What follows belongs to an exercise in optimizing a design on an open flow for small area; a production flow would make more cautious choices. At most, simulation tests tie the RTL to the original design; equivalence was not proved. For runs 5 to 7, only the layout was checked, not whether the RTL still works. Power figures rest on the tool's default switching activity, not on a simulated workload.

==> flow/design.v <==
`timescale 1ns/1ps
module timer_us
    (
        input  logic        clk,
        input  logic        rst_n,
        output logic [15:0] time_prev
    );
    logic [4:0]  tm_pre;
    logic [16:0] tm_us;
    wire tm_wrap = tm_us[16] & tm_us[15] & tm_us[12] & tm_us[11] & tm_us[8] &
                   tm_us[7] & tm_us[4] & tm_us[3] & tm_us[0] &
                   tm_pre[3] & ~tm_pre[2] & tm_pre[1] & tm_pre[0];
    wire tm_tick = tm_pre[4] & tm_pre[1] & tm_pre[0];
    always_ff @(posedge clk, negedge rst_n) begin
        if (!rst_n) begin
            tm_pre <= 5'd11;
            tm_us  <= 17'd104857;
        end
        else if (tm_wrap) begin
            tm_pre <= 5'd0;
            tm_us  <= 17'd0;
        end
        else if (tm_tick) begin
            tm_pre <= 5'd0;
            tm_us  <= tm_us + 17'd1;
        end
        else begin
            tm_pre <= tm_pre + 5'd1;
        end
    end
    assign time_prev = tm_us[15:0];
endmodule
`timescale 1ns/1ps
module dvs_ravens
    (
        input  logic        clk,
        input  logic        rst_n,
        input  logic [9:0]  aer,
        input  logic        xsel,
        input  logic        req,
        output logic        ack,
        output logic [31:0] ravens_pkt
    );
    logic [15:0] time_prev;
    timer_us TIMER (
        .clk(clk),
        .rst_n(rst_n),
        .time_prev(time_prev)
    );
    logic       req_m, req_s;
    logic       xsel_m, xsel_s;
    logic [9:0] aer_m, aer_s;
    always_ff @(posedge clk, negedge rst_n) begin
        if (!rst_n) begin
            req_m <= 1'b0;
            req_s <= 1'b0;
        end
        else begin
            req_m <= req;
            req_s <= req_m;
        end
    end
    always_ff @(posedge clk) begin
        xsel_m <= xsel;
        xsel_s <= xsel_m;
        aer_m  <= aer;
        aer_s  <= aer_m;
    end
    logic [1:0] rx_st;
    wire rx_samp = (rx_st == 2'd1) | ((rx_st == 2'd0) & req_s & xsel_s);
    always_ff @(posedge clk, negedge rst_n) begin
        if (!rst_n) begin
            rx_st <= 2'd0;
        end
        else begin
            case (rx_st)
                2'd0: rx_st <= req_s ? (xsel_s ? 2'd2 : 2'd1) : 2'd0;
                2'd1: rx_st <= 2'd2;
                2'd2: rx_st <= 2'd3;
                2'd3: rx_st <= req_s ? 2'd3 : 2'd0;
            endcase
        end
    end
    assign ack = rx_st[1];
    logic       row_yok;
    logic [6:0] row_y;
    logic       row_tcap;
    logic [15:0] row_ts;
    always_ff @(posedge clk, negedge rst_n) begin
        if (!rst_n) begin
            row_yok  <= 1'b1;
            row_y    <= 7'd0;
            row_tcap <= 1'b0;
        end
        else begin
            row_tcap <= rx_samp & ~xsel_s;
            if (rx_samp & ~xsel_s) begin
                row_yok <= (aer_s[8:0] < 9'd100);
                row_y   <= aer_s[6:0];
            end
        end
    end
    always_ff @(posedge clk, negedge rst_n) begin
        if (!rst_n) begin
            row_ts <= 16'd0;
        end
        else if (row_tcap) begin
            row_ts <= time_prev;
        end
    end
    wire       ev_ok  = aer_s[0] & (aer_s[9:1] < 9'd100) & row_yok;
    wire [7:0] ev_idx = aer_s[8:1] + {row_y, 1'b0} * 8'd45;
    logic [7:0]  ev_idx_q;
    logic [15:0] ev_ts_q;
    logic        ev_unf;
    always_ff @(posedge clk) begin
        if (rx_samp & xsel_s) begin
            ev_idx_q <= ev_idx;
            ev_ts_q  <= row_ts;
        end
    end
    logic ev_new, ev_done, wr_en;
    logic [1:0]  wp, rp, cur_ptr;
    logic [23:0] slot [0:3];         
    logic [1:0] rd_st;
    logic       new_spike;
    logic [2:0] tx_st;
    wire full     = (wp + 2'd1 == rp);
    wire empty    = (wp == rp);
    wire wr_req   = ev_unf & ~ev_done;
    wire wr_grant = wr_req & ~full;
    wire rdy      = (tx_st == 3'd0) | (tx_st == 3'd1);
    wire rd_grant = rdy & ~wr_req & ~empty;
    wire [1:0] wr_slot = wp + {1'b0, wr_en & ~full};
    always_ff @(posedge clk, negedge rst_n) begin
        if (!rst_n) begin
            ev_new  <= 1'b0;
            ev_unf  <= 1'b0;
            ev_done <= 1'b1;
            wr_en   <= 1'b0;
            wp      <= 2'd0;
            rp      <= 2'd0;
            rd_st   <= 2'd0;
        end
        else begin
            ev_new <= rx_samp & xsel_s;
            if (rx_samp & xsel_s) ev_unf <= ev_ok;
            if (ev_new) ev_done <= 1'b0;
            else if (wr_grant) ev_done <= 1'b1;
            wr_en <= wr_grant;
            if (wr_en & ~full) wp <= wp + 2'd1;
            if (rd_st == 2'd1 && !empty) rp <= rp + 2'd1;
            case (rd_st)
                2'd0: rd_st <= rd_grant ? 2'd1 : 2'd0;
                2'd1: rd_st <= 2'd2;
                default: rd_st <= 2'd0;
            endcase
        end
    end
    wire [1:0] rp_next  = rp + {1'b0, rd_st == 2'd1 && !empty};
    wire       wr_keep  = (wr_slot + 2'd1 != rp_next);
    always_ff @(posedge clk) begin
        if (wr_grant & wr_keep) slot[wr_slot] <= {ev_idx_q, ev_ts_q};
        if (rd_st == 2'd2) cur_ptr <= rp - 2'd1;
    end
    wire [23:0] cur_ev = slot[cur_ptr];
    wire [15:0] sp_ts  = cur_ev[15:0];
    wire [7:0]  sp_idx = cur_ev[23:16];
    localparam TX_WAIT_NEW = 3'd0, TX_WAIT_NEXT = 3'd1, TX_START = 3'd2, TX_RUN = 3'd3, TX_SPIKE = 3'd4;
    logic [15:0] base;
    logic [3:0]  step;
    wire [8:0] step25 = {1'b0, step, 4'b0} + {2'b0, step, 3'b0} + {5'b0, step};
    wire [9:0] seg_lo = {1'b0, base[8:0]} + {1'b0, step25};
    wire       seg_wrap = (&base[15:9]) & seg_lo[9];
    wire [15:0] f_x = (tx_st == TX_WAIT_NEW) ? time_prev : base;
    wire [16:0] f = {1'b0, sp_ts} + {1'b0, ~f_x};
    wire        e_pos = seg_wrap | f[16];
    wire        e_big = (seg_wrap & f[16]) | (f[15:8] != 8'd0);
    logic [3:0] qe;
    always_comb begin
        if (e_big || f[7:0] >= 8'd225) qe = 4'd9;
        else if (f[7:0] >= 8'd200) qe = 4'd8;
        else if (f[7:0] >= 8'd175) qe = 4'd7;
        else if (f[7:0] >= 8'd150) qe = 4'd6;
        else if (f[7:0] >= 8'd125) qe = 4'd5;
        else if (f[7:0] >= 8'd100) qe = 4'd4;
        else if (f[7:0] >= 8'd75)  qe = 4'd3;
        else if (f[7:0] >= 8'd50)  qe = 4'd2;
        else if (f[7:0] >= 8'd25)  qe = 4'd1;
        else qe = 4'd0;
    end
    wire later   = e_pos & (qe >= step);
    wire capped  = (qe == 4'd9);
    wire new_sim = later & capped;
    wire        ts_near = f[16] | (f[15:0] >= 16'd65286);
    always_ff @(posedge clk, negedge rst_n) begin
        if (!rst_n) begin
            tx_st <= TX_WAIT_NEW;
        end
        else begin
            case (tx_st)
                TX_WAIT_NEW:  tx_st <= (new_spike & ts_near) ? TX_START : TX_WAIT_NEW;
                TX_WAIT_NEXT: tx_st <= new_spike ? (later ? TX_RUN : TX_SPIKE) : TX_WAIT_NEXT;
                TX_START:     tx_st <= TX_SPIKE;
                TX_RUN:       tx_st <= new_sim ? TX_WAIT_NEW : TX_SPIKE;
                TX_SPIKE:     tx_st <= TX_WAIT_NEXT;
                default:      tx_st <= TX_WAIT_NEW;
            endcase
        end
    end
    always_ff @(posedge clk, negedge rst_n) begin
        if (!rst_n) begin
            new_spike <= 1'b0;
        end
        else if (rd_st == 2'd2) begin
            new_spike <= 1'b1;
        end
        else if (tx_st == TX_SPIKE) begin
            new_spike <= 1'b0;
        end
    end
    always_ff @(posedge clk) begin
        if (tx_st == TX_RUN) begin
            if (later) step <= capped ? 4'd15 : qe + 4'd1;
        end
        else if (tx_st == TX_START) begin
            base <= sp_ts;
            step <= 4'd0;
        end
    end
    logic [1:0] pkt_hdr;
    logic [7:0] pkt_idx;
    always_ff @(posedge clk, negedge rst_n) begin
        if (!rst_n) begin
            pkt_hdr <= 2'b00;
            pkt_idx <= 8'd0;
        end
        else begin
            case (tx_st)
                TX_SPIKE: begin pkt_hdr <= 2'b00; pkt_idx <= sp_idx; end
                TX_RUN:   begin pkt_hdr <= 2'b01; pkt_idx <= 8'd0; end
                TX_START: begin pkt_hdr <= 2'b10; pkt_idx <= 8'd0; end
                default: ;
            endcase
        end
    end
    assign ravens_pkt = {1'b0, pkt_hdr, 16'd0, pkt_idx, 5'd0};
endmodule
==> flow/flow/run.sh <==
#!/bin/bash
# Standard ORFS layout (the standard.sh), with changes to how it is
# made: CTS without dummy loads, the smallest buffer on the ports, and one
# tie cell for the constant outputs.
set -euo pipefail
CTS="-sink_clustering_enable -repair_clock_nets -dont_use_dummy_load -buf_list sky130_fd_sc_hd__clkbuf_16 -sink_clustering_size 30 -sink_clustering_max_diameter 120"
bash standard.sh finish "CTS_ARGS=$CTS" "BUFFER_PORTS_ARGS=-buffer_cell sky130_fd_sc_hd__buf_1" "SKIP_REPAIR_TIE_FANOUT=1" > standard.log 2>&1
==> flow/standard.sh <==
#!/bin/bash
# synth_recipe.tcl (not shown) runs the flow's synth.tcl, then flattens the netlist and writes it again
# the make line also repeats each setting of config.mk as NAME=value (left out here)
make -C /OpenROAD-flow-scripts/flow DESIGN_CONFIG=/design/flow/config.mk WORK_HOME=/design/flow/orfs CLKGATE_MAP_FILE= SYNTH_SCRIPT=/design/flow/synth_recipe.tcl "${@:-finish}"
==> flow/config.mk <==
export PLATFORM = sky130hd
export DESIGN_NAME = dvs_ravens
export DESIGN_NICKNAME = dvs_ravens
export VERILOG_FILES = /design/flow/design.v
export SDC_FILE = /design/flow/constraint.sdc
export NUM_CORES = 4
export LEC_CHECK = 0
export CAP_MARGIN = 20
export CORE_MARGIN = 2
export CORE_UTILIZATION = 60
export CTS_BUF_LIST = sky130_fd_sc_hd__clkbuf_16
export CTS_CLUSTER_DIAMETER = 100
export CTS_CLUSTER_SIZE = 25
export PLACE_DENSITY = 0.75
export SLEW_MARGIN = 20
==> flow/constraint.sdc <==
create_clock -name core_clock -period 24.0 [get_ports {clk}]
set_input_delay 4.8000 -clock core_clock [delete_from_list [all_inputs] [get_ports {clk}]]
set_output_delay 4.8000 -clock core_clock [all_outputs]
set_load 0.01 [all_outputs]
==> results of run 1 <==
-- layout make-up --
| type | instances | area (µm²) | area share |
|---|---|---|---|
| clock buffers | 12 | 300 | 0.0255 |
| multi-input cells | 510 | 4230 | 0.359 |
| well taps | 234 | 293 | 0.0249 |
| inverters | 35 | 131 | 0.0112 |
| flip-flops and latches | 241 | 6640 | 0.565 |
| repair buffers | 34 | 169 | 0.0144 |
-- cells by family (layout without fill, tap and decap cells) --
group	count (synthesis)	in the layout	share of synthesized area
AOI/OAI and AO/OA	140	140	0.0851
xor gates and xnor gates	50	50	0.0389
adders and majority gates	65	65	0.0780
buffers and inverters	84	81	0.0359
DFF	241	241	0.589
muxes	65	65	0.0870
other	1	1	0.000333
and+or+nand+nor	189	189	0.0854
-- metrics by stage --
stage,setup WS (ns),std cells,area [µm²],hold slack [ns],util
2_1_floorplan,17.67,835,11300,0.310,-
6_report,18.11,1066,11800,0.259,0.633
3_3_place_gp,18.24,1054,11500,0.310,0.617
4_1_cts,18.10,1066,11800,0.262,0.633
3_5_place_dp,18.16,1054,11500,0.312,0.617
5_1_grt,17.78,1066,11800,0.251,0.633
-- cell usage in the layout (no fill, tap or decap), types with 6 or more instances in the layout --
cell type	Yosys	layout
and3_1	6	6
nor2b_1	10	10
clkbuf_16	0	12
buf_4	23	11
buf_1	4	23
dfstp_2	14	14
nand2b_1	9	9
o21ai_0	35	35
fa_1	9	9
ha_1	55	55
xor2_1	24	24
nor2_1	55	55
or3_1	6	6
mux2_2	23	23
nand2_1	39	39
inv_1	35	35
mux2i_1	18	18
dfxtp_1	24	24
edfxtp_1	142	142
a21o_1	8	8
and2_1	9	9
a22oi_1	9	9
a21oi_1	32	32
nand4_1	12	12
xnor2_1	26	26
mux4_2	24	24
dfrtp_1	61	61
nand3_1	17	17
-- worst register-to-register path: stages (launching register included) --
cell and delay (ns):
dfxtp_1 0.33, buf_4 0.43, mux4_2 0.60, ha_1 0.25, fa_1 0.49, a211oi_2 0.36, o31ai_4 0.16, nor3_1 0.27
o311ai_1 0.19, a2111oi_2 0.39, nand4_2 0.20, or4b_4 0.61, inv_1 0.08, ha_1 0.21, nand2b_1 0.14, a21o_1 0.17
a21oi_1 0.13, nor2b_1 0.06, o22a_1 0.22, nor2b_1 0.18, nor2_1 0.13
-- report_power, final --
group          leakage, nW  switching [W]  internal (W)
clock network        0.148       0.000115     0.0000902
registers             2.43      0.0000484      0.000523
logic                 1.94       0.000490      0.000361
total                 4.51       0.000653      0.000974
-- metal layers --
layer / GRT usage / vias to the layer above / part of all wire
met4: 0.0505 / 0 / 0.019
met3: 0.0207 / 27 / 0.048
li1: - / 3053 / -
met2: 0.383 / 170 / 0.51
met1: 0.305 / 3352 / 0.43
met5: 0 / - / 0
-- state kept, by name, indices dropped and copies added (netlist names), 2 cells and up, named ones only --
| register | count |
|---|---|
| TIMER.tm_pre | 5 |
| TIMER.tm_us | 17 |
| aer_m | 10 |
| aer_s | 10 |
| base | 16 |
| cur_ptr | 2 |
| ev_idx_q | 8 |
| ev_ts_q | 16 |
| pkt_hdr | 2 |
| pkt_idx | 8 |
| rd_st | 2 |
| row_ts | 16 |
| row_y | 7 |
| rp | 2 |
| rx_st | 2 |
| slot | 96 |
| step | 4 |
| tx_st | 3 |
| wp | 2 |
-- worst paths after layout --
path / start / end / slack, ns / cells past startpoint
worst max-delay path: rx_st[1]$_DFF_PN0_ / ack / 18.11 / 1
worst min-delay path: aer_m[5]$_DFF_P_ / aer_s[5]$_DFF_P_ / 0.26 / 0
worst max register to register: flip-flop / step[1]$_SDFFCE_PP0P_ / 18.17 / 20
worst min register to register: aer_m[5]$_DFF_P_ / aer_s[5]$_DFF_P_ / 0.26 / 0
max in group asynchronous: rst_n / row_y[4]$_DFFE_PN0P_ / 18.80 / 1
min in group asynchronous: rst_n / TIMER.tm_us[13]$_DFFE_PN0P_ / 4.47 / 1
-- cells in the mapped netlist, drive strengths merged (3+ instances only) --
| cell | count | area (µm²) |
|---|---|---|
| nand3 | 17 | 85.1 |
| or2 | 4 | 25.0 |
| a2111oi | 3 | 33.8 |
| a211oi | 5 | 42.5 |
| fa | 9 | 180 |
| nor3 | 6 | 30.0 |
| a21o | 8 | 60.1 |
| edfxtp | 142 | 4260 |
| clkbuf | 20 | 75.1 |
| inv | 35 | 131 |
| nor2b | 10 | 62.6 |
| mux2 | 23 | 259 |
| xor2 | 24 | 210 |
| dfrtp | 61 | 1530 |
| dfxtp | 24 | 480 |
| or3 | 7 | 48.8 |
| mux2i | 18 | 180 |
| and3 | 6 | 37.5 |
| xnor2 | 26 | 228 |
| buf | 29 | 198 |
| dfstp | 14 | 368 |
| o21ai | 39 | 195 |
| nor2 | 55 | 206 |
| nand4 | 13 | 87.6 |
| o211ai | 5 | 37.5 |
| a31oi | 3 | 18.8 |
| a22oi | 11 | 92.6 |
| a21oi | 32 | 160 |
| a311o | 4 | 40.0 |
| mux4 | 24 | 541 |
| nand2b | 9 | 56.3 |
| nand2 | 39 | 146 |
| o211a | 3 | 30.0 |
| o311ai | 3 | 26.3 |
| nor4 | 4 | 31.3 |
| and2 | 9 | 56.3 |
| ha | 55 | 688 |
==> flow_summary.ini, run 1 <==
[grt]
grt.total_usage = 0.220
grt_antenna_before_repair = 0
grt_max_degree = 76
grt_pass1_vias = 6684
grt_pass1_wl_um = 34500
grt_overflow_total = 0

[sta]
tightest_slew_ns = 0.993
hold_viol = 0
clock_skew_ns = 0.0628
slew_violations = 0
finalCriticalPeriod_ns = 5.89
timing.fmax_mhz = 170
relSlewSlack = 0.338
final.setup.tns_ns = 0
rsz0062_at_grt = no
setup_viol = 0
min_period_over_period = 0.245

[critical_path]
cp_slowest_cell = dfrtp_1
criticalPathCategory = reg -> out
crit_buf_inv = 1
crit_required_ns = 19.20
cp_cell_sequence = buf_1
cp_max_fo = 6
crit_path_start_kind = flip-flop
endpoint_kind = primary output
cp_top_family = flip-flops
arrival_ns = 1.09
cp_slowest_stage_delay_ns = 0.46

[synthesis]
yosysSeqAreaShare = 0.589
synth_area_mm2 = 0.0113
ys.flop_type = edfxtp_1
async_flop_share = 0.311
synth.distinct_cells = 75
syn_inst = 835
postSynthAreaPerCell_um2 = 13.5
synth_seq_cells = 241
synth_edf_count = 142
synth_warnings = 2

[clocking]
clockBufferDepth = 3
path_clk_slew_ns = 0.10
cts.sinks = 241
clk_latency_ns = 0.47
cts_root_buf = clkbuf_16
cts_setup_buffers = 0
cts_resized = 0
htreeDepth = 1
cts_buffers = 12
cts_tree = built
cts_hold_buf = 0

[power_and_ir_drop]
ir_drop_mv = 0.113
power.total_w = 0.00163
powerDensity_mw_per_mm2 = 138
p_leak_nw = 4.51

[die]
core-area_mm2 = 0.0186
die_h_um = 141
die_w_um = 141
io_pins = 47
rows = 50
start_util = 0.606
die_area_mm2 = 0.0199

[outcome]
outcome = no timing/DRC/antenna violations

[drt]
wl_per_cell_um = 20.1
drt-pass1-iter-count = 4
drt-total-wl_um = 21400
vias_per_cell = 6.19
postRouteAntennaNets = 0
num_vias = 6602
first_iter_violations = 481
route.detailed.drc = 0

[min_path]
hold_path.class = reg -> reg

[layout]
drive_gt1_frac = 0.120
area_growth_pct = 4.39
fin_nets = 912
n_antenna_cell = 0
fillers = 1356

[flow_run]
drv_cap = 0

[placed_design]
portBuffers = 24
finalWeightedCongestion = 0.896
hpwlAfterDp_um = 14900
==> run 2: changes to the inputs <==
--- a/flow/design.v
+++ b/flow/design.v
@@ -7,11 +7,13 @@
     );
+    localparam logic [4:0] PRE_FIRST = 5'b01100;    
+    localparam logic [4:0] PRE_WRAP  = 5'b00110;    
     logic [4:0]  tm_pre;
     logic [16:0] tm_us;
-    wire tm_wrap = tm_us[16] & tm_us[15] & tm_us[12] & tm_us[11] & tm_us[8] &
-                   tm_us[7] & tm_us[4] & tm_us[3] & tm_us[0] &
-                   tm_pre[3] & ~tm_pre[2] & tm_pre[1] & tm_pre[0];
-    wire tm_tick = tm_pre[4] & tm_pre[1] & tm_pre[0];
-    always_ff @(posedge clk, negedge rst_n) begin
-        if (!rst_n) begin
-            tm_pre <= 5'd11;
+    wire pre_last = ~tm_pre[4] & ~tm_pre[2] & ~tm_pre[0];
+    wire pre_wrap = ~tm_pre[3] & ~tm_pre[0];
+    wire tm_wrap  = tm_us[16] & tm_us[15] & tm_us[12] & tm_us[11] & tm_us[8] &
+                    tm_us[7] & tm_us[4] & tm_us[3] & tm_us[0] & pre_wrap;
+    always_ff @(posedge clk, negedge rst_n) begin
+        if (!rst_n) begin
+            tm_pre <= PRE_WRAP;
             tm_us  <= 17'd104857;
@@ -19,7 +21,7 @@
         else if (tm_wrap) begin
-            tm_pre <= 5'd0;
+            tm_pre <= PRE_FIRST;
             tm_us  <= 17'd0;
         end
-        else if (tm_tick) begin
-            tm_pre <= 5'd0;
+        else if (pre_last) begin
+            tm_pre <= PRE_FIRST;
             tm_us  <= tm_us + 17'd1;
@@ -27,3 +29,3 @@
         else begin
-            tm_pre <= tm_pre + 5'd1;
+            tm_pre <= {tm_pre[3:0], tm_pre[4] ^ tm_pre[2]};
         end
@@ -98,3 +100,3 @@
                 row_yok <= (aer_s[8:0] < 9'd100);
-                row_y   <= aer_s[6:0];
+                row_y   <= aer_s[6:0] * 7'd45;
             end
@@ -111,3 +113,3 @@
     wire       ev_ok  = aer_s[0] & (aer_s[9:1] < 9'd100) & row_yok;
-    wire [7:0] ev_idx = aer_s[8:1] + {row_y, 1'b0} * 8'd45;
+    wire [7:0] ev_idx = {aer_s[8:2] + row_y, aer_s[1]};
     logic [7:0]  ev_idx_q;
==> flow/flow/run.sh (replaced) <==
#!/bin/bash
# Standard ORFS layout (the standard.sh), with changes to how it is
# made: CTS without dummy loads, the smallest buffer on the ports, and one
# tie cell for the constant outputs.
set -euo pipefail
CTS="-sink_clustering_enable -repair_clock_nets -dont_use_dummy_load -buf_list {sky130_fd_sc_hd__clkbuf_8 sky130_fd_sc_hd__clkbuf_16} -sink_clustering_size 30 -sink_clustering_max_diameter 120"
bash standard.sh finish "CTS_ARGS=$CTS" "BUFFER_PORTS_ARGS=-buffer_cell sky130_fd_sc_hd__buf_1" "SKIP_REPAIR_TIE_FANOUT=1" > standard.log 2>&1
==> flow_summary.ini, run 2 <==
[synthesis]
syn_inst = 819
synth_most_common_cell = edfxtp_1
synth_common_cells = edfxtp_1 (142), dfrtp_1 (62), ha_1 (55)
yosysSeqAreaShare = 0.595
synth.distinct_cells = 70
yosysTopAreaCell = edfxtp_1
synth_seq_cells = 241
synth_edf_count = 142
async_flop_share = 0.311
ys.flop_type = edfxtp_1
synth_top_area_share = 0.382
postSynthAreaPerCell_um2 = 13.6
synth_warnings = 2
synthTopCellsByArea = edfxtp_1 (38%), dfrtp_1 (14%), ha_1 (6.2%)
synth_area_mm2 = 0.0112

[critical_path]
ff2ff_setup_slack_ns = 18.21
criticalPathCategory = reg -> out
crit_required_ns = 19.20
crit_path_end = ack
crit_path_start_kind = flip-flop
arrival_ns = 1.11
cp_slowest_cell = dfrtp_1
startpoint = rx_st[1]$_DFF_PN0_
reg2reg_depth = 18
worst-path-stages = 1
cp_top_family = flip-flops
cp_max_fo = 6
crit_buf_inv = 1
cp_slowest_stage_delay_ns = 0.45
timing.rr.end = step[2]$_SDFFCE_PP0P_
cp_cell_sequence = buf_1
endpoint_kind = primary output

[drt]
num_vias = 6401
postRouteAntennaNets = 0
vias_per_cell = 6.10
route.detailed.drc = 0
drt-total-wl_um = 20700
drt-pass1-iter-count = 5
first_iter_violations = 467
wl_per_cell_um = 19.7

[layout]
drive_gt1_frac = 0.117
largest_reg_flops = 96
stdcell_count = 1050
final_cell_mix = edfxtp_1 (142), dfrtp_1 (62), ha_1 (55)
mostFrequentLayoutCell = edfxtp_1
regMostFlops = slot
area_growth_pct = 4.59
n_antenna_cell = 0
reg_top3 = slot (96), TIMER.tm_us (17)
fin_nets = 901

[power_and_ir_drop]
p_comb_frac = 0.472
ir_drop_mv = 0.0902
p_int_w = 0.000870
swShare = 0.391
power_frac_seq = 0.385
powerDensity_mw_per_mm2 = 122
p_leak_nw = 4.57
clockPowerShare = 0.143
power.switching_w = 0.000558

[placed_design]
place_inst = 1038
finalWeightedCongestion = 0.860
portBuffers = 24
hpwlAfterDp_um = 15200

[clocking]
cts.sinks = 241
cts_resized = 0
path_clk_slew_ns = 0.10
cts_hold_buf = 0
htreeDepth = 1
cts_setup_buffers = 0
cts_tree = built
cts_root_buf = clkbuf_16
clk_latency_ns = 0.48
clockBufferDepth = 3
cts_buffers = 12

[min_path]
hold_path.class = reg -> reg
hold_path_depth = 0

[die]
start_util = 0.617
io_pins = 47
die_area_mm2 = 0.0197
core-area_mm2 = 0.0181
rows = 49
die_h_um = 140
die_w_um = 140

[sta]
rsz0062_at_grt = no
timing.fmax_mhz = 169
hold_viol = 0
final.setup.tns_ns = 0
clock_skew_ns = 0.0664
min_period_over_period = 0.246
relSlewSlack = 0.360
holdWs_ns = 0.335
tightest_slew_ns = 0.961
slew_violations = 0
setup_viol = 0
finalCriticalPeriod_ns = 5.91

[grt]
grt_pass1_wl_um = 33100
grt_overflow_total = 0
grt_pass1_vias = 6409
grt_antenna_before_repair = 0
grt_max_degree = 76
grt.total_usage = 0.214

[flow_run]
drv_cap = 0

[outcome]
outcome = no timing/DRC/antenna violations
run 2: layer usage:
layer | GRT usage | wire (µm) | up-vias
li1 | - | - | 3000
met5 | 0 | 0 | -
met2 | 0.368 | 10100 | 161
met4 | 0.0611 | 605 | 0
met3 | 0.0212 | 774 | 39
met1 | 0.295 | 9230 | 3201
run 2: logic make-up (layout without fill, tap and decap cells):
| family | after synthesis | in the layout | share of synthesized area |
|---|---|---|---|
| compound gates | 132 | 132 | 0.0857 |
| xor+xnor | 46 | 46 | 0.0368 |
| fa+ha+maj | 64 | 64 | 0.0778 |
| buf+inv | 79 | 81 | 0.0341 |
| flops | 241 | 241 | 0.595 |
| mux | 61 | 61 | 0.0836 |
| other cells | 1 | 1 | 0.000336 |
| simple gates | 195 | 195 | 0.0869 |
run 2: layout make-up:
| cell class | count | area [µm²] |
|---|---|---|
| clock buffer | 12 | 300 |
| fill | 1286 | 6410 |
| inverter | 35 | 131 |
| multi-input combinational | 499 | 4150 |
| sequential | 241 | 6640 |
| tap | 229 | 287 |
| timing repair buffer | 34 | 169 |
run 2: worst min-delay path by stage:
stage	startpoint	endpoint
after floorplan	aer_m[0]$_DFF_P_	aer_s[0]$_DFF_P_
after global placement	aer_m[3]$_DFF_P_	aer_s[3]$_DFF_P_
after detailed placement	aer_m[7]$_DFF_P_	aer_s[7]$_DFF_P_
after CTS	aer_m[7]$_DFF_P_	aer_s[7]$_DFF_P_
after global routing	aer_m[6]$_DFF_P_	aer_s[6]$_DFF_P_
final	aer_m[7]$_DFF_P_	aer_s[7]$_DFF_P_
run 2: stage by stage:
stage | setup slack, ns | cell area [µm²] | power (W) | util
2_1_floorplan | 17.77 | 11200 | 0.00107 | -
3_3_place_gp | 18.29 | 11400 | 0.00120 | 0.629
3_5_place_dp | 18.24 | 11400 | 0.00123 | 0.629
4_1_cts | 18.06 | 11700 | 0.00143 | 0.645
5_1_grt | 17.88 | 11700 | 0.00152 | 0.645
6_report | 18.09 | 11700 | 0.00143 | 0.645
run 2: power groups by stage:
stage	combinational (W)	clock (W)	sequential [W]
final	0.000674	0.000204	0.000550
after CTS	0.000670	0.000210	0.000549
after floorplan	0.000529	0	0.000543
after detailed placement	0.000668	0	0.000558
after global routing	0.000741	0.000222	0.000557
after global placement	0.000642	0	0.000554
==> run 3: changes to the inputs <==
==> flow/flow/run.sh (replaced) <==
#!/bin/bash
# Standard ORFS layout (the standard.sh), with changes to how it is
# made: CTS without dummy loads, the smallest buffer on the ports, and one
# tie cell for the constant outputs.
set -euo pipefail
CTS="-sink_clustering_enable -repair_clock_nets -dont_use_dummy_load -buf_list sky130_fd_sc_hd__clkbuf_16 -sink_clustering_size 36 -sink_clustering_max_diameter 150"
bash standard.sh finish "CTS_ARGS=$CTS" "BUFFER_PORTS_ARGS=-buffer_cell sky130_fd_sc_hd__buf_1" "SKIP_REPAIR_TIE_FANOUT=1" > standard.log 2>&1
==> flow_summary.ini, run 3 <==
[sta]
holdWs_ns = 0.301
min_period_over_period = 0.245
slew_violations = 0
rsz0062_at_grt = no
tightest_slew_ns = 0.950
final.setup.tns_ns = 0
finalCriticalPeriod_ns = 5.87
relSlewSlack = 0.367
setup_viol = 0
hold_viol = 0
timing.fmax_mhz = 170
clock_skew_ns = 0.0361

[placed_design]
place_area_mm2 = 0.0114
hpwlAfterDp_um = 15200
portBuffers = 24
finalWeightedCongestion = 0.860

[synthesis]
yosysTopAreaCell = edfxtp_1
synth_edf_count = 142
async_flop_share = 0.311
synth_seq_cells = 241
synth_area_mm2 = 0.0112
synthTopCellsByArea = edfxtp_1 (38%), dfrtp_1 (14%), ha_1 (6.2%)
syn_inst = 819
postSynthAreaPerCell_um2 = 13.6
yosysSeqAreaShare = 0.595
synth.distinct_cells = 70
synth_top_area_share = 0.382
synth_most_common_cell = edfxtp_1
synth_warnings = 2
synth_common_cells = edfxtp_1 (142), dfrtp_1 (62), ha_1 (55)
ys.flop_type = edfxtp_1

[flow_run]
drv_cap = 0

[drt]
vias_per_cell = 6.12
first_iter_violations = 426
num_vias = 6414
drt-total-wl_um = 20800
drt-pass1-iter-count = 5
route.detailed.drc = 0
wl_per_cell_um = 19.9
postRouteAntennaNets = 0

[critical_path]
crit_required_ns = 19.20
ff2ff_setup_slack_ns = 18.20
cp_slowest_cell = dfrtp_1
crit_path_start_kind = flip-flop
endpoint_kind = primary output
cp_max_fo = 6
timing.rr.end = step[0]$_SDFFCE_PP0P_
criticalPathCategory = reg -> out
cp_top_family = flip-flops
crit_buf_inv = 1
cp_slowest_stage_delay_ns = 0.45
reg2reg_depth = 18
cp_cell_sequence = buf_1
arrival_ns = 1.07

[grt]
grt.total_usage = 0.215
grt_overflow_total = 0
grt_antenna_before_repair = 0
grt_pass1_wl_um = 33400
grt_pass1_vias = 6399
grt_max_degree = 76

[die]
io_pins = 47
die_w_um = 140
die_h_um = 140
die_area_mm2 = 0.0197
rows = 49
core-area_mm2 = 0.0181
start_util = 0.617

[clocking]
cts_tree = built
cts_root_buf = clkbuf_16
cts_buffers = 10
path_clk_slew_ns = 0.12
clk_latency_ns = 0.48
cts.sinks = 241
clockBufferDepth = 3
cts_setup_buffers = 0
htreeDepth = 1
cts_resized = 0
cts_hold_buf = 0

[layout]
final_area_mm2 = 0.0116
drive_gt1_frac = 0.115
fin_nets = 899
fin_util = 0.643
reg_top3 = slot (96), TIMER.tm_us (17)
mostFrequentLayoutCell = edfxtp_1
n_antenna_cell = 0
largest_reg_flops = 96
regMostFlops = slot
area_growth_pct = 4.14
final_cell_mix = edfxtp_1 (142), dfrtp_1 (62), ha_1 (55)

[power_and_ir_drop]
powerDensity_mw_per_mm2 = 121
power.total_w = 0.00141
p_leak_nw = 4.54
ir_drop_mv = 0.0788

[min_path]
hold_path.class = reg -> reg
hold_path_depth = 0
holdPathEnd = aer_s[5]$_DFF_P_
hp-start = aer_m[5]$_DFF_P_

[outcome]
outcome = no timing/DRC/antenna violations
run 3: cell counts after synthesis:
No cell type changed its count.
run 3: worst max path at each step:
stage / startpoint / end / slack (ns) / cells after the start
after global placement: rst_n / pkt_idx[0]$_DFFE_PN0P_ / 18.29 / 1
after detailed placement: rst_n / pkt_idx[6]$_DFFE_PN0P_ / 18.24 / 1
after global routing: flip-flop / tx_st[2]$_DFF_PN0_ / 17.85 / 22
after CTS: rx_st[1]$_DFF_PN0_ / ack / 18.10 / 1
final: rx_st[1]$_DFF_PN0_ / ack / 18.13 / 1
after floorplan: flip-flop / step[0]$_SDFFCE_PP0P_ / 17.77 / 21
run 3: area by class of cell:
| cell class | instances | area, µm² |
|---|---|---|
| Clock buffer | 10 | 250 |
| Inverter | 35 | 131 |
| Tap cell | 229 | 287 |
| Timing Repair Buffer | 34 | 169 |
| Fill cell | 1296 | 6460 |
| Multi-Input combinational cell | 499 | 4150 |
| Sequential cell | 241 | 6640 |
run 3: power by group:
part	switching, W	internal [W]	leakage (nW)
clock network	0.000111	0.0000760	0.123
registers	0.0000441	0.000505	2.42
logic	0.000400	0.000275	2.00
run 3: cells by family (layout without fill, tap and decap cells):
| group | Yosys count | in the layout | share of synthesized area |
|---|---|---|---|
| flip-flops | 241 | 241 | 0.595 |
| AND/OR/NAND/NOR | 195 | 195 | 0.0869 |
| AO/OA/AOI/OAI | 132 | 132 | 0.0857 |
| buffers and inverters | 79 | 79 | 0.0341 |
| adder cells (fa/ha/maj) | 64 | 64 | 0.0778 |
| multiplexers | 61 | 61 | 0.0836 |
| XOR/XNOR | 46 | 46 | 0.0368 |
| other | 1 | 1 | 0.000336 |
run 3: worst reg2reg max path, delay by kind of cell, from the launching register on:
family,cells,cell delay [ns]
AO/OA/AOI/OAI,10,2.00
adder cells (fa/ha/maj),3,0.99
buffers and inverters,1,0.40
flip-flops,1,0.33
multiplexers,1,0.62
AND/OR/NAND/NOR,3,1.19
run 3: stage by stage:
step / setup slack [ns] / instances
2_1_floorplan: 17.77 / 819
3_3_place_gp: 18.29 / 1038
3_5_place_dp: 18.24 / 1038
4_1_cts: 18.10 / 1048
5_1_grt: 17.85 / 1048
6_report: 18.13 / 1048
run 3: per-layer routing:
metal  share of wire  GRT usage
met1            0.44      0.300
met2            0.49      0.371
met3           0.043     0.0222
met4           0.022     0.0468
met5               0          0
==> run 4: changes to the inputs <==
==> flow/flow/run.sh (replaced) <==
#!/bin/bash
# Standard ORFS layout (the standard.sh), with changes to how it is
# made: CTS without dummy loads, the smallest buffer on the ports, and one
# tie cell for the constant outputs.
set -euo pipefail
CTS="-sink_clustering_enable -repair_clock_nets -dont_use_dummy_load -buf_list sky130_fd_sc_hd__clkbuf_16 -sink_clustering_size 30 -sink_clustering_max_diameter 120"
bash standard.sh finish "CTS_ARGS=$CTS" "BUFFER_PORTS_ARGS=-buffer_cell sky130_fd_sc_hd__buf_1" "SKIP_REPAIR_TIE_FANOUT=1" > standard.log 2>&1
==> flow_summary.ini, run 4 <==
[critical_path]
worst-path-stages = 1
criticalPathCategory = reg -> out
arrival_ns = 1.11
crit_buf_inv = 1
reg2reg_depth = 18
cp_cell_sequence = buf_1
timing.rr.end = step[2]$_SDFFCE_PP0P_
endpoint_kind = primary output
startpoint = rx_st[1]$_DFF_PN0_
cp_top_family = flip-flops
cp_max_fo = 6
crit_path_end = ack
cp_slowest_cell = dfrtp_1
crit_required_ns = 19.20
ff2ff_setup_slack_ns = 18.21
cp_slowest_stage_delay_ns = 0.45
crit_path_start_kind = flip-flop

[placed_design]
portBuffers = 24
hpwlAfterDp_um = 15200
finalWeightedCongestion = 0.860
place_inst = 1038

[sta]
setup_viol = 0
final.setup.tns_ns = 0
tightest_slew_ns = 0.961
holdWs_ns = 0.335
rsz0062_at_grt = no
slew_violations = 0
relSlewSlack = 0.360
hold_viol = 0
finalCriticalPeriod_ns = 5.91
timing.fmax_mhz = 169
clock_skew_ns = 0.0664
min_period_over_period = 0.246

[synthesis]
async_flop_share = 0.311
syn_inst = 819
synth_edf_count = 142
synth_common_cells = edfxtp_1 (142), dfrtp_1 (62), ha_1 (55)
yosysTopAreaCell = edfxtp_1
synth_warnings = 2
synth.distinct_cells = 70
synthTopCellsByArea = edfxtp_1 (38%), dfrtp_1 (14%), ha_1 (6.2%)
synth_seq_cells = 241
synth_area_mm2 = 0.0112
ys.flop_type = edfxtp_1
synth_most_common_cell = edfxtp_1
synth_top_area_share = 0.382
yosysSeqAreaShare = 0.595
postSynthAreaPerCell_um2 = 13.6

[power_and_ir_drop]
swShare = 0.391
power.total_w = 0.00143
p_leak_nw = 4.57
p_int_w = 0.000870
power.switching_w = 0.000558
p_comb_frac = 0.472
power_frac_seq = 0.385
ir_drop_mv = 0.0902
powerDensity_mw_per_mm2 = 122
clockPowerShare = 0.143

[min_path]
hold_path.class = reg -> reg
hp-start = aer_m[7]$_DFF_P_

[grt]
grt_max_degree = 76
grt_antenna_before_repair = 0
grt_pass1_wl_um = 33100
grt_overflow_total = 0
grt.total_usage = 0.214
grt_pass1_vias = 6409

[layout]
area_growth_pct = 4.59
mostFrequentLayoutCell = edfxtp_1
fin_nets = 901
reg_top3 = slot (96), TIMER.tm_us (17)
stdcell_count = 1050
register_area_mm2 = 0.00664
largest_reg_flops = 96
n_antenna_cell = 0
final_cell_mix = edfxtp_1 (142), dfrtp_1 (62), ha_1 (55)
fin_util = 0.645
fillers = 1286
multiInputGateArea_mm2 = 0.00415
regMostFlops = slot
drive_gt1_frac = 0.117

[clocking]
clockBufferDepth = 3
cts_tree = built
cts_resized = 0
cts.sinks = 241
clk_latency_ns = 0.48
cts_buffers = 12
cts_setup_buffers = 0
cts_root_buf = clkbuf_16
htreeDepth = 1
path_clk_slew_ns = 0.10
cts_hold_buf = 0

[drt]
wl_per_cell_um = 19.7
vias_per_cell = 6.10
drt-total-wl_um = 20700
drt-pass1-iter-count = 5
first_iter_violations = 467
postRouteAntennaNets = 0
route.detailed.drc = 0
num_vias = 6401

[flow_run]
drv_cap = 0

[die]
die_area_mm2 = 0.0197
die_w_um = 140
core-area_mm2 = 0.0181
start_util = 0.617
io_pins = 47
die_h_um = 140
rows = 49

[outcome]
outcome = no timing/DRC/antenna violations
run 4: cell type report:
cell class | instances | share of cell area
Sequential cell | 241 | 0.569
Multi-Input combinational cell | 499 | 0.355
Clock buffer | 12 | 0.0257
Tap cell | 229 | 0.0245
Timing Repair Buffer | 34 | 0.0145
Inverter | 35 | 0.0113
run 4: how the worst min path moves through the flow:
stage / depth (start not counted) / slack, ns / endpoint
finish: 0 / 0.34 / aer_s[7]$_DFF_P_
global route: 0 / 0.34 / aer_s[6]$_DFF_P_
CTS: 0 / 0.34 / aer_s[7]$_DFF_P_
detailed placement: 0 / 0.31 / aer_s[7]$_DFF_P_
global placement: 0 / 0.31 / aer_s[3]$_DFF_P_
floorplan: 0 / 0.31 / aer_s[0]$_DFF_P_
run 4: metal layers:
layer,track usage,routed length [µm]
met1,0.295,9230
met2,0.368,10100
met3,0.0212,774
met4,0.0611,605
met5,0,0
run 4: logic make-up after synthesis:
kind of cell / share of synthesized area
and+or+nand+nor: 0.0869
buffers and inverters: 0.0341
DFF: 0.595
muxes: 0.0836
adders and majority gates: 0.0778
AOI/OAI and AO/OA: 0.0857
other: 0.000336
xor gates and xnor gates: 0.0368
run 4: power groups by stage:
stage               Clock (W)  Combinational, W  Sequential (W)
floorplan                   0          0.000529        0.000543
global placement            0          0.000642        0.000554
detailed placement          0          0.000668        0.000558
CTS                  0.000210          0.000670        0.000549
global route         0.000222          0.000741        0.000557
finish               0.000204          0.000674        0.000550
run 4: metrics by stage:
| step | worst slack (ns) | cell area (µm²) |
|---|---|---|
| floorplan | 17.77 | 11200 |
| global placement | 18.29 | 11400 |
| detailed placement | 18.24 | 11400 |
| CTS | 18.06 | 11700 |
| global route | 17.88 | 11700 |
| finish | 18.09 | 11700 |
==> run 5: changes to the inputs <==
--- a/flow/design.v
+++ b/flow/design.v
@@ -125,3 +125,3 @@
     logic [1:0]  wp, rp, cur_ptr;
-    logic [23:0] slot [0:3];         
+    logic [23:0] slot0, slot1, slot2, slot3;    
     logic [1:0] rd_st;
@@ -163,7 +163,19 @@
     wire       wr_keep  = (wr_slot + 2'd1 != rp_next);
-    always_ff @(posedge clk) begin
-        if (wr_grant & wr_keep) slot[wr_slot] <= {ev_idx_q, ev_ts_q};
+    wire slot_we = wr_grant & wr_keep;
+    always_ff @(posedge clk) begin
+        if (slot_we && wr_slot == 2'd0) slot0 <= {ev_idx_q, ev_ts_q};
+        if (slot_we && wr_slot == 2'd1) slot1 <= {ev_idx_q, ev_ts_q};
+        if (slot_we && wr_slot == 2'd2) slot2 <= {ev_idx_q, ev_ts_q};
+        if (slot_we && wr_slot == 2'd3) slot3 <= {ev_idx_q, ev_ts_q};
         if (rd_st == 2'd2) cur_ptr <= rp - 2'd1;
     end
-    wire [23:0] cur_ev = slot[cur_ptr];
+    logic [23:0] cur_ev;
+    always_comb begin
+        case (cur_ptr)
+            2'd0: cur_ev = slot0;
+            2'd1: cur_ev = slot1;
+            2'd2: cur_ev = slot2;
+            default: cur_ev = slot3;
+        endcase
+    end
     wire [15:0] sp_ts  = cur_ev[15:0];
--- a/flow/flow/run.sh
+++ b/flow/flow/run.sh
@@ -6,2 +6,2 @@
 CTS="-sink_clustering_enable -repair_clock_nets -dont_use_dummy_load -buf_list sky130_fd_sc_hd__clkbuf_16 -sink_clustering_size 30 -sink_clustering_max_diameter 120"
-bash standard.sh finish "CTS_ARGS=$CTS" "BUFFER_PORTS_ARGS=-buffer_cell sky130_fd_sc_hd__buf_1" "SKIP_REPAIR_TIE_FANOUT=1" > standard.log 2>&1
+bash standard.sh finish "CTS_ARGS=$CTS" "BUFFER_PORTS_ARGS=-buffer_cell sky130_fd_sc_hd__buf_1" "SKIP_REPAIR_TIE_FANOUT=1" "REMOVE_ABC_BUFFERS=1" "RECOVER_POWER=100" > standard.log 2>&1
==> flow_summary.ini, run 5 <==
[placed_design]
portBuffers = 24
place_inst = 1040
finalWeightedCongestion = 0.930
place_area_mm2 = 0.0113
hpwlAfterDp_um = 15200
dp_slack_ns = 17.83

[clocking]
cts_buffers = 11
cts_hold_buf = 0
cts.sinks = 239
path_clk_slew_ns = 0.10
cts_setup_buffers = 0
cts_resized = 0
cts_root_buf = clkbuf_16
cts_tree = built
clockBufferDepth = 3
htreeDepth = 1
clk_latency_ns = 0.47

[drt]
drt-total-wl_um = 21400
drt-pass1-iter-count = 5
vias_per_cell = 6.18
route.detailed.drc = 0
wl_per_cell_um = 20.4
num_vias = 6496
first_iter_violations = 626
postRouteAntennaNets = 0

[die]
start_util = 0.616
rows = 49
die_area_mm2 = 0.0197
io_pins = 47
core-area_mm2 = 0.0181
die_h_um = 140
die_w_um = 140

[synthesis]
synth_warnings = 2
synth.distinct_cells = 71
postSynthAreaPerCell_um2 = 13.5
syn_inst = 826
synthTopCellsByArea = edfxtp_1 (38%), dfrtp_1 (14%), ha_1 (6.2%)
ys.flop_type = edfxtp_1
synth_common_cells = edfxtp_1 (142), dfrtp_1 (62), nand2_1 (58)
synth_edf_count = 142
yosysSeqAreaShare = 0.592
synth_area_mm2 = 0.0111
synth_top_area_share = 0.383
synth_seq_cells = 239
async_flop_share = 0.314
synth_most_common_cell = edfxtp_1
yosysTopAreaCell = edfxtp_1

[sta]
tightest_slew_ns = 4.15
setup_viol = 0
timing.fmax_mhz = 122
slew_violations = 151
final.setup.tns_ns = 0
clock_skew_ns = 0.0125
min_period_over_period = 0.343
relSlewSlack = -1.77
finalCriticalPeriod_ns = 8.23
setup_slack_ns = 15.77
hold_viol = 0
rsz0062_at_grt = no

[critical_path]
crit_buf_inv = 2
crit_required_ns = 23.62
cp_slowest_stage_delay_ns = 2.91
cp_top_family = buffers and inverters
startpoint = rst_n
cp_max_fo = 75
criticalPathCategory = in -> async
cp_cell_sequence = clkbuf_4, clkbuf_1
arrival_ns = 7.85
endpoint_kind = asynchronous set/reset pin
regToRegStartpoint = cur_ptr[0]$_DFFE_PP_
crit_path_start_kind = input port
cp_slowest_cell = clkbuf_1

[layout]
drive_gt1_frac = 0.0912
final_cell_mix = edfxtp_1 (142), dfrtp_1 (62), nand2_1 (58)
fin_nets = 902
fillers = 1321
area_growth_pct = 3.54
final_area_mm2 = 0.0115
n_antenna_cell = 0
mostFrequentLayoutCell = edfxtp_1
stdcell_count = 1051

[power_and_ir_drop]
swShare = 0.372
clockPowerShare = 0.156
p_int_w = 0.000793
p_comb_frac = 0.408
ir_drop_mv = 0.0528
p_leak_nw = 4.39
powerDensity_mw_per_mm2 = 109
power_frac_seq = 0.436
power.switching_w = 0.000470

[grt]
grt_antenna_before_repair = 0
grt_max_degree = 76
grt_overflow_total = 0
grt_pass1_vias = 6472
grt.total_usage = 0.221
grt_pass1_wl_um = 34200

[flow_run]
drv_cap = 4

[outcome]
outcome = finished with violations
so_faults = max-capacitance violations, max-slew violations

[min_path]
hold_path.class = reg -> reg
hp-start = aer_m[4]$_DFF_P_
## run 5: cell types whose count changed after synthesis, sizes merged, moves of 5 or more
cell   before  now
o21ai      24   39
buf        26   32
nor2b      10   21
a22o       16    0
and3       11    6
nand2      52   58
nor3       15   10
nor2       49   37
or3         3    9
## run 5: power by group through the flow
| stage | logic [W] | registers (W) | clock network, W |
|---|---|---|---|
| floorplan | 0.000393 | 0.000549 | 0 |
| detailed placement | 0.000514 | 0.000560 | 0 |
| finish | 0.000516 | 0.000551 | 0.000197 |
| global route | 0.000570 | 0.000559 | 0.000215 |
| global placement | 0.000492 | 0.000555 | 0 |
| CTS | 0.000517 | 0.000551 | 0.000201 |
## run 5: worst paths after layout
check,depth (start not counted),endpoint,slack (ns)
worst min register to register,0,aer_s[4]$_DFF_P_,0.33
worst max-delay path,2,rp[0]$_DFFE_PN0P_,15.77
max in group core_clock,19,step[3]$_SDFFCE_PP0P_,16.17
worst max register to register,19,step[3]$_SDFFCE_PP0P_,16.17
worst min-delay path,0,aer_s[4]$_DFF_P_,0.33
min in group asynchronous,2,TIMER.tm_pre[0]$_DFF_PN0_,5.92
## run 5: cell families (layout without fill, tap and decap cells)
logic type | count (synthesis) | count (layout) | synth area share
muxes | 58 | 58 | 0.0808
adders and majority gates | 64 | 64 | 0.0779
AOI/OAI and AO/OA | 146 | 146 | 0.0874
other | 1 | 1 | 0.000336
buffers and inverters | 79 | 75 | 0.0359
and+or+nand+nor | 191 | 191 | 0.0880
DFF | 239 | 239 | 0.592
xor gates and xnor gates | 48 | 48 | 0.0377
## run 5: worst register-to-register path, cell delays in order (launching register included)
cell       delay (ns)
edfxtp_1         0.71
clkbuf_1         1.01
mux4_2           0.66
ha_1             0.25
fa_1             0.40
a211oi_1         0.60
o21ai_0          0.32
a211oi_1         0.31
xor2_1           0.21
o2111ai_1        0.14
nor4b_1          1.06
o211ai_1         0.31
nor2_1           0.17
ha_1             0.23
nand2b_1         0.14
a21o_1           0.18
a21oi_1          0.15
nor2b_1          0.06
o32ai_1          0.35
a21oi_1          0.28
## run 5: final cells by class
| class | count | area (µm²) | area share |
|---|---|---|---|
| Tap cell | 229 | 287 | 0.0248 |
| Clock buffer | 11 | 275 | 0.0239 |
| Timing Repair Buffer | 33 | 131 | 0.0114 |
| Inverter | 31 | 116 | 0.0101 |
| Sequential cell | 239 | 6600 | 0.572 |
| Multi-Input combinational cell | 508 | 4130 | 0.358 |
## run 5: per-stage QoR
step / power (W) / hold WS, ns / util
finish: 0.00126 / 0.333 / 0.638
global route: 0.00134 / 0.340 / 0.638
CTS: 0.00127 / 0.336 / 0.641
detailed placement: 0.00107 / 0.312 / 0.626
global placement: 0.00105 / 0.310 / 0.626
floorplan: 0.000941 / 0.310 / -
## run 5: layer usage
layer,part of all wire,vias up,track usage
li1,-,3005,-
met1,0.45,3284,0.307
met2,0.49,171,0.383
met3,0.042,36,0.0243
met4,0.018,0,0.0447
met5,0,-,0
==> run 6: changes to the inputs <==
==> flow/flow/run.sh (replaced) <==
#!/bin/bash
# Standard ORFS layout (the standard.sh), with changes to how it is
# made: CTS without dummy loads, the smallest buffer on the ports, and one
# tie cell for the constant outputs.
set -euo pipefail
CTS="-sink_clustering_enable -repair_clock_nets -dont_use_dummy_load -buf_list sky130_fd_sc_hd__clkbuf_8 -sink_clustering_size 16 -sink_clustering_max_diameter 80"
bash standard.sh finish "CTS_ARGS=$CTS" "BUFFER_PORTS_ARGS=-buffer_cell sky130_fd_sc_hd__buf_1" "SKIP_REPAIR_TIE_FANOUT=1" > standard.log 2>&1
==> flow_summary.ini, run 6 <==
[power_and_ir_drop]
p_comb_frac = 0.417
power_frac_seq = 0.435
ir_drop_mv = 0.0758
powerDensity_mw_per_mm2 = 108
clockPowerShare = 0.148
power.switching_w = 0.000474
p_int_w = 0.000784
swShare = 0.377
p_leak_nw = 4.44

[grt]
grt_pass1_vias = 6651
grt_max_degree = 76
grt_overflow_total = 0
grt_antenna_before_repair = 0
grt_pass1_wl_um = 34200
grt.total_usage = 0.220

[placed_design]
portBuffers = 24
hpwlAfterDp_um = 15100
dp_slack_ns = 17.95
place_area_mm2 = 0.0113
finalWeightedCongestion = 0.909

[critical_path]
endpoint_kind = primary output
cp_slowest_stage_delay_ns = 0.39
cp_cell_sequence = buf_1
timing.rr.end = step[3]$_SDFFCE_PP0P_
ff2ff_setup_slack_ns = 18.18
criticalPathCategory = reg -> out
cp_top_family = flip-flops
cp_max_fo = 3
crit_buf_inv = 1
regToRegStartpoint = cur_ptr[0]$_DFFE_PP_
worst-path-stages = 1
reg2reg_depth = 19
crit_required_ns = 19.20
crit_path_start_kind = flip-flop
startpoint = pkt_idx[7]$_DFFE_PN0P_
crit_path_end = ravens_pkt[12]
arrival_ns = 1.12
cp_slowest_cell = dfrtp_1

[clocking]
htreeDepth = 1
cts_resized = 0
cts_root_buf = clkbuf_8
cts_setup_buffers = 0
path_clk_slew_ns = 0.11
cts.sinks = 239
clk_latency_ns = 0.53
cts_hold_buf = 0
cts_tree = built
clockBufferDepth = 3
cts_buffers = 19

[layout]
area_growth_pct = 4.05
mostFrequentLayoutCell = edfxtp_1
fin_nets = 911
drive_gt1_frac = 0.117
final_cell_mix = edfxtp_1 (142), dfrtp_1 (62), nand2_1 (58)
final_area_mm2 = 0.0116
fin_util = 0.641
n_antenna_cell = 0

[synthesis]
ys.flop_type = edfxtp_1
async_flop_share = 0.314
postSynthAreaPerCell_um2 = 13.5
synth_area_mm2 = 0.0111
synthTopCellsByArea = edfxtp_1 (38%), dfrtp_1 (14%), ha_1 (6.2%)
synth_edf_count = 142
synth_warnings = 2
synth_top_area_share = 0.383
yosysTopAreaCell = edfxtp_1
synth_most_common_cell = edfxtp_1
synth_common_cells = edfxtp_1 (142), dfrtp_1 (62), nand2_1 (58)
yosysSeqAreaShare = 0.592
syn_inst = 826
synth_seq_cells = 239
synth.distinct_cells = 71

[die]
start_util = 0.616
die_area_mm2 = 0.0197
die_w_um = 140
rows = 49
io_pins = 47
die_h_um = 140
core-area_mm2 = 0.0181

[sta]
min_period_over_period = 0.247
holdWs_ns = 0.323
final.setup.tns_ns = 0
finalCriticalPeriod_ns = 5.92
hold_viol = 0
clock_skew_ns = 0.0513
setup_slack_ns = 18.08
tightest_slew_ns = 0.974
timing.fmax_mhz = 169
relSlewSlack = 0.351
rsz0062_at_grt = no
slew_violations = 0
setup_viol = 0

[drt]
num_vias = 6497
drt-total-wl_um = 21300
drt-pass1-iter-count = 5
postRouteAntennaNets = 0
route.detailed.drc = 0
first_iter_violations = 529
wl_per_cell_um = 20.1
vias_per_cell = 6.13

[min_path]
hold_path.class = reg -> reg
hold_path_depth = 0

[flow_run]
drv_cap = 0

[outcome]
outcome = no timing/DRC/antenna violations
==> run 6: cell counts after synthesis <==
No cell type changed its count.
==> run 6: power groups by stage <==
stage                     combinational, W  clock, W  sequential [W]
after global routing              0.000579  0.000205        0.000555
after floorplan                   0.000417         0        0.000536
after detailed placement          0.000515         0        0.000558
after CTS                         0.000518  0.000191        0.000550
after global placement            0.000498         0        0.000554
final                             0.000525  0.000186        0.000547
==> run 6: area by class of cell <==
cell class	count	area [µm²]
sequential	239	6600
fill	1298	6490
multi-input combinational	508	4160
tap	229	287
clock buffer	19	262
timing repair buffer	34	176
inverter	31	116
==> run 6: worst min-delay path by stage <==
stage / slack, ns / from / endpoint
after floorplan: 0.31 / aer_m[0]$_DFF_P_ / aer_s[0]$_DFF_P_
after global placement: 0.31 / aer_m[6]$_DFF_P_ / aer_s[6]$_DFF_P_
after detailed placement: 0.31 / aer_m[7]$_DFF_P_ / aer_s[7]$_DFF_P_
after CTS: 0.33 / aer_m[2]$_DFF_P_ / aer_s[2]$_DFF_P_
after global routing: 0.34 / aer_m[2]$_DFF_P_ / aer_s[2]$_DFF_P_
final: 0.32 / aer_m[2]$_DFF_P_ / aer_s[2]$_DFF_P_
==> run 6: cells by family after synthesis <==
kind of cell | Yosys count | share of synthesized area
AOI/OAI and AO/OA | 146 | 0.0874
xor gates and xnor gates | 48 | 0.0377
adders and majority gates | 64 | 0.0779
buffers and inverters | 79 | 0.0359
DFF | 239 | 0.592
muxes | 58 | 0.0808
other | 1 | 0.000336
and+or+nand+nor | 191 | 0.0880
==> run 6: per-stage QoR <==
step | cells | total power [W]
final | 1060 | 0.00126
after global routing | 1060 | 0.00134
after CTS | 1059 | 0.00126
after detailed placement | 1040 | 0.00107
after global placement | 1040 | 0.00105
after floorplan | 826 | 0.000953
==> run 6: per-layer routing <==
metal | wire [µm] | global-route usage
met1 | 9330 | 0.302
met2 | 10400 | 0.377
met4 | 412 | 0.0516
met5 | 0 | 0
met3 | 1140 | 0.0342
==> run 7: changes to the inputs <==
--- a/flow/flow/run.sh
+++ b/flow/flow/run.sh
@@ -6,2 +6,2 @@
 CTS="-sink_clustering_enable -repair_clock_nets -dont_use_dummy_load -buf_list sky130_fd_sc_hd__clkbuf_8 -sink_clustering_size 16 -sink_clustering_max_diameter 80"
-bash standard.sh finish "CTS_ARGS=$CTS" "BUFFER_PORTS_ARGS=-buffer_cell sky130_fd_sc_hd__buf_1" "SKIP_REPAIR_TIE_FANOUT=1" > standard.log 2>&1
+bash standard.sh finish "CTS_ARGS=$CTS" "BUFFER_PORTS_ARGS=-buffer_cell sky130_fd_sc_hd__buf_1" "SKIP_REPAIR_TIE_FANOUT=1" "REMOVE_ABC_BUFFERS=1" > standard.log 2>&1
==> flow_summary.ini, run 7 <==
[placed_design]
portBuffers = 24
place_area_mm2 = 0.0113
finalWeightedCongestion = 0.930
dp_slack_ns = 17.83
hpwlAfterDp_um = 15200

[outcome]
outcome = no timing/DRC/antenna violations

[synthesis]
synthXorXnorAreaFrac = 0.0377
synth_most_common_cell = edfxtp_1
async_flop_share = 0.314
synthAdderAreaFrac = 0.0779
synth_top_area_share = 0.383
synth_top_family_by_area = simple AND/OR/NAND/NOR gates
ys.flop_type = edfxtp_1
synth_common_cells = edfxtp_1 (142), dfrtp_1 (62), nand2_1 (58)
synth-simple-area-share = 0.0880
yosysTopAreaCell = edfxtp_1
yosysSeqAreaShare = 0.592
postSynthAreaPerCell_um2 = 13.5
synthTopCellsByArea = edfxtp_1 (38%), dfrtp_1 (14%), ha_1 (6.2%)
synth.mux.area_fraction = 0.0808
synth_edf_count = 142
syn_inst = 826
synth_warnings = 2
synth.distinct_cells = 71
synth_compound_area_frac = 0.0874
synth_area_mm2 = 0.0111
synth_seq_cells = 239

[clocking]
clk_latency_ns = 0.51
cts_resized = 0
htreeDepth = 1
cts_root_buf = clkbuf_8
cts_tree = built
path_clk_slew_ns = 0.10
cts_setup_buffers = 0
clockBufferDepth = 3
cts_buffers = 18
cts_hold_buf = 0
cts.sinks = 239

[critical_path]
cp_slowest_cell = edfxtp_1
cp_cell_sequence = buf_4, mux4_2, ha_1, fa_1, a211oi_2, o21ai_1, a211oi_1, xor2_1, o2111ai_1, nor4b_4, o211ai_1, nor2_1, ha_1, nand2b_1, a21o_1, a21oi_1, nor2b_1, o32ai_1, a21oi_1
cp_slowest_stage_delay_ns = 0.70
cp_top_family = compound AO/OA/AOI/OAI gates
criticalPathCategory = reg -> reg
crit_path_start_kind = flip-flop
crit_required_ns = 24.24
crit_buf_inv = 1
arrival_ns = 6.41
endpoint_kind = flip-flop
cp_max_fo = 16

[layout]
drive_gt1_frac = 0.115
final_area_mm2 = 0.0116
n_antenna_cell = 0
final_cell_mix = edfxtp_1 (142), dfrtp_1 (62), nand2_1 (58)
mostFrequentLayoutCell = edfxtp_1
fin_nets = 909
fillers = 1314
area_growth_pct = 3.79

[die]
io_pins = 47
start_util = 0.616
die_h_um = 140
die_area_mm2 = 0.0197
rows = 49
core-area_mm2 = 0.0181
die_w_um = 140

[power_and_ir_drop]
p_leak_nw = 4.42
powerDensity_mw_per_mm2 = 108
ir_drop_mv = 0.0535

[sta]
tightest_slew_ns = 1.14
setup_viol = 0
min_period_over_period = 0.257
setup_slack_ns = 17.82
timing.fmax_mhz = 162
hold_viol = 0
relSlewSlack = 0.242
finalCriticalPeriod_ns = 6.18
final.setup.tns_ns = 0
slew_violations = 0
holdWs_ns = 0.329
clock_skew_ns = 0.0465
rsz0062_at_grt = no

[drt]
vias_per_cell = 6.16
num_vias = 6522
first_iter_violations = 560
postRouteAntennaNets = 0
route.detailed.drc = 0
wl_per_cell_um = 20.1
drt-total-wl_um = 21200
drt-pass1-iter-count = 5

[grt]
grt_overflow_total = 0
grt_antenna_before_repair = 0
grt_pass1_wl_um = 34200
grt.total_usage = 0.220
grt_max_degree = 76
grt_pass1_vias = 6551

[min_path]
hold_path.class = reg -> reg

[flow_run]
drv_cap = 0
==> run 7: final timing paths <==
path | start | endpoint | slack [ns] | cells past startpoint
setup / recovery | cur_ptr[0]$_DFFE_PP_ | step[1]$_SDFFCE_PP0P_ | 17.82 | 19
hold / removal | aer_m[4]$_DFF_P_ | aer_s[4]$_DFF_P_ | 0.33 | 0
setup reg to reg | cur_ptr[0]$_DFFE_PP_ | step[1]$_SDFFCE_PP0P_ | 17.82 | 19
hold reg to reg | aer_m[4]$_DFF_P_ | aer_s[4]$_DFF_P_ | 0.33 | 0
max in group asynchronous | rst_n | row_ts[2]$_DFFE_PN0P_ | 18.80 | 2
min in group asynchronous | rst_n | row_ts[12]$_DFFE_PN0P_ | 4.56 | 2
==> run 7: final cells by class <==
type,instances,area [µm²],share of cell area
multi-input cells,508,4160,0.360
repair buffers,33,161,0.0140
inverters,31,116,0.0101
flip-flops and latches,239,6600,0.570
well taps,229,287,0.0248
clock buffers,18,248,0.0214
==> run 7: power breakdown <==
| part | total (W) | internal [W] | switching (W) |
|---|---|---|---|
| Combinational | 0.000522 | 0.000213 | 0.000309 |
| Sequential | 0.000551 | 0.000499 | 0.0000519 |
| Clock | 0.000182 | 0.0000678 | 0.000114 |
==> run 7: cell families (layout without fill, tap and decap cells) <==
logic type      after synthesis  in the layout
compound gates              146            146
simple gates                191            191
other cells                   1              1
xor+xnor                     48             48
buf+inv                      79             82
flops                       239            239
fa+ha+maj                    64             64
mux                          58             58
==> run 7: worst reg2reg max path, cell delays in order (launching register included) <==
cell	delay (ns)
edfxtp_1	0.70
buf_4	0.41
mux4_2	0.59
ha_1	0.25
fa_1	0.41
a211oi_2	0.42
o21ai_1	0.20
a211oi_1	0.28
xor2_1	0.21
o2111ai_1	0.19
nor4b_4	0.51
o211ai_1	0.22
nor2_1	0.14
ha_1	0.23
nand2b_1	0.14
a21o_1	0.18
a21oi_1	0.15
nor2b_1	0.06
o32ai_1	0.34
a21oi_1	0.28
==> run 7: through the flow <==
| step | std cells | utilization | power (W) |
|---|---|---|---|
| floorplan | 778 | - | 0.000941 |
| global placement | 1040 | 0.626 | 0.00105 |
| detailed placement | 1040 | 0.626 | 0.00107 |
| CTS | 1058 | 0.640 | 0.00126 |
| global route | 1058 | 0.640 | 0.00134 |
| finish | 1058 | 0.640 | 0.00125 |
==> run 7: metal layers <==
layer / track usage / vias to the layer above / wire [µm]
li1: - / 3015 / -
met1: 0.305 / 3261 / 9330
met2: 0.379 / 209 / 10500
met3: 0.0270 / 37 / 1020
met4: 0.0500 / 0 / 365
met5: 0 / - / 0
==> run 8: changes to the inputs <==
--- a/flow/design.v
+++ b/flow/design.v
@@ -86,5 +86,6 @@
     assign ack = rx_st[1];
+    logic ev_new;
+    wire  row_tcap = (rx_st == 2'd2) & ~ev_new;
     logic       row_yok;
     logic [6:0] row_y;
-    logic       row_tcap;
     logic [15:0] row_ts;
@@ -94,6 +95,4 @@
             row_y    <= 7'd0;
-            row_tcap <= 1'b0;
-        end
-        else begin
-            row_tcap <= rx_samp & ~xsel_s;
+        end
+        else begin
             if (rx_samp & ~xsel_s) begin
@@ -123,3 +122,3 @@
     end
-    logic ev_new, ev_done, wr_en;
+    logic ev_done, wr_en;
     logic [1:0]  wp, rp, cur_ptr;
==> flow_summary.ini, run 8 <==
[die]
die_area_mm2 = 0.0194
die_w_um = 139
rows = 49
core-area_mm2 = 0.0180
io_pins = 47
die_h_um = 139
start_util = 0.610

[clocking]
cts_buffers = 19
cts.sinks = 238
path_clk_slew_ns = 0.10
clk_latency_ns = 0.53
cts_resized = 0
htreeDepth = 1
cts_hold_buf = 0
cts_root_buf = clkbuf_8
cts_tree = built
clockBufferDepth = 3
cts_setup_buffers = 0

[power_and_ir_drop]
p_int_w = 0.000822
p_comb_frac = 0.451
swShare = 0.381
clockPowerShare = 0.141
ir_drop_mv = 0.0704
power.switching_w = 0.000506
powerDensity_mw_per_mm2 = 116
p_leak_nw = 4.40
power_frac_seq = 0.408

[synthesis]
yosysSeqAreaShare = 0.600
postSynthAreaPerCell_um2 = 13.4
ys.flop_type = edfxtp_1
synth_seq_cells = 238
synth_warnings = 2
async_flop_share = 0.311
synth_edf_count = 142
synth_top_area_share = 0.389
syn_inst = 817
synth_most_common_cell = edfxtp_1
synth.distinct_cells = 63
synthTopCellsByArea = edfxtp_1 (39%), dfrtp_1 (14%), ha_1 (6.3%)
synth_common_cells = edfxtp_1 (142), nand2_1 (64), dfrtp_1 (61)
yosysTopAreaCell = edfxtp_1
synth_area_mm2 = 0.0110

[sta]
setup_slack_ns = 18.01
tightest_slew_ns = 0.715
min_period_over_period = 0.250
relSlewSlack = 0.520
hold_viol = 0
clock_skew_ns = 0.0565
final.setup.tns_ns = 0
setup_viol = 0
rsz0062_at_grt = no
finalCriticalPeriod_ns = 5.99
timing.fmax_mhz = 167
slew_violations = 0

[placed_design]
hpwlAfterDp_um = 14400
finalWeightedCongestion = 0.867
portBuffers = 24
dp_slack_ns = 18.14

[layout]
area_growth_pct = 4.52
mostFrequentLayoutCell = edfxtp_1
fin_util = 0.638
n_antenna_cell = 0
final_cell_mix = edfxtp_1 (142), nand2_1 (64), dfrtp_1 (61)
drive_gt1_frac = 0.114
fin_nets = 904

[outcome]
outcome = no timing/DRC/antenna violations

[critical_path]
cp_slowest_stage_delay_ns = 0.49
startpoint = rx_st[1]$_DFF_PN0_
endpoint_kind = primary output
criticalPathCategory = reg -> out
crit_buf_inv = 1
cp_max_fo = 7
cp_cell_sequence = buf_1
cp_top_family = flip-flops
regToRegStartpoint = cur_ptr[0]$_DFFE_PP_
crit_required_ns = 19.20
ff2ff_setup_slack_ns = 18.08
crit_path_start_kind = flip-flop
arrival_ns = 1.19
cp_slowest_cell = dfrtp_1

[grt]
grt_antenna_before_repair = 0
grt_pass1_vias = 6442
grt_pass1_wl_um = 33500
grt.total_usage = 0.218
grt_overflow_total = 0
grt_max_degree = 75

[drt]
postRouteAntennaNets = 0
vias_per_cell = 5.97
wl_per_cell_um = 19.5
route.detailed.drc = 0
num_vias = 6289
first_iter_violations = 413
drt-total-wl_um = 20600
drt-pass1-iter-count = 5

[min_path]
hp-start = aer_m[2]$_DFF_P_
hold_path.class = reg -> reg

[flow_run]
drv_cap = 0
run 8: layout make-up:
type | count | area, µm²
sequential | 238 | 6570
fill | 1302 | 6510
multi-input combinational | 506 | 4040
tap | 229 | 287
clock buffer | 19 | 262
timing repair buffer | 36 | 204
inverter | 25 | 93.8
run 8: kinds of logic (layout without fill, tap and decap cells):
logic type               count (synthesis)  in the layout  share of synthesized area
AO/OA/AOI/OAI                          126            126                     0.0711
XOR/XNOR                                48             48                     0.0384
adder cells (fa/ha/maj)                 65             65                     0.0802
buffers and inverters                   73             80                     0.0335
flip-flops                             238            238                      0.600
multiplexers                            59             59                     0.0831
other                                    1              1                   0.000342
AND/OR/NAND/NOR                        207            207                     0.0936
run 8: stage by stage:
stage / area [µm²] / total power, W / hold WS (ns) / instances
floorplan: 10700 / 0.00100 / 0.310 / 769
global placement: 11200 / 0.00112 / 0.310 / 1033
detailed placement: 11200 / 0.00114 / 0.312 / 1033
CTS: 11400 / 0.00133 / 0.327 / 1052
global route: 11500 / 0.00143 / 0.335 / 1053
finish: 11500 / 0.00133 / 0.327 / 1053
run 8: routing by layer:
layer | global-route usage | vias up | routed length [µm]
li1 | - | 2958 | -
met1 | 0.312 | 3153 | 9330
met2 | 0.361 | 154 | 9940
met3 | 0.0304 | 24 | 994
met4 | 0.0521 | 0 | 311
met5 | 0 | - | 0
run 8: path summary, 6_finish.rpt:
path | to | cells past startpoint
hold / removal | aer_s[2]$_DFF_P_ | 0
hold reg to reg | aer_s[2]$_DFF_P_ | 0
setup / recovery | ack | 1
min in group asynchronous | row_y[0]$_DFFE_PN0P_ | 1
setup reg to reg | step[0]$_SDFFCE_PP0P_ | 20
max in group asynchronous | TIMER.tm_us[7]$_DFFE_PN1P_ | 2
run 8: power groups by stage:
stage	registers, W	logic, W	clock network [W]
2_1_floorplan	0.000549	0.000455	0
3_3_place_gp	0.000546	0.000573	0
3_5_place_dp	0.000550	0.000593	0
4_1_cts	0.000542	0.000597	0.000193
5_1_grt	0.000549	0.000669	0.000208
6_report	0.000542	0.000599	0.000187
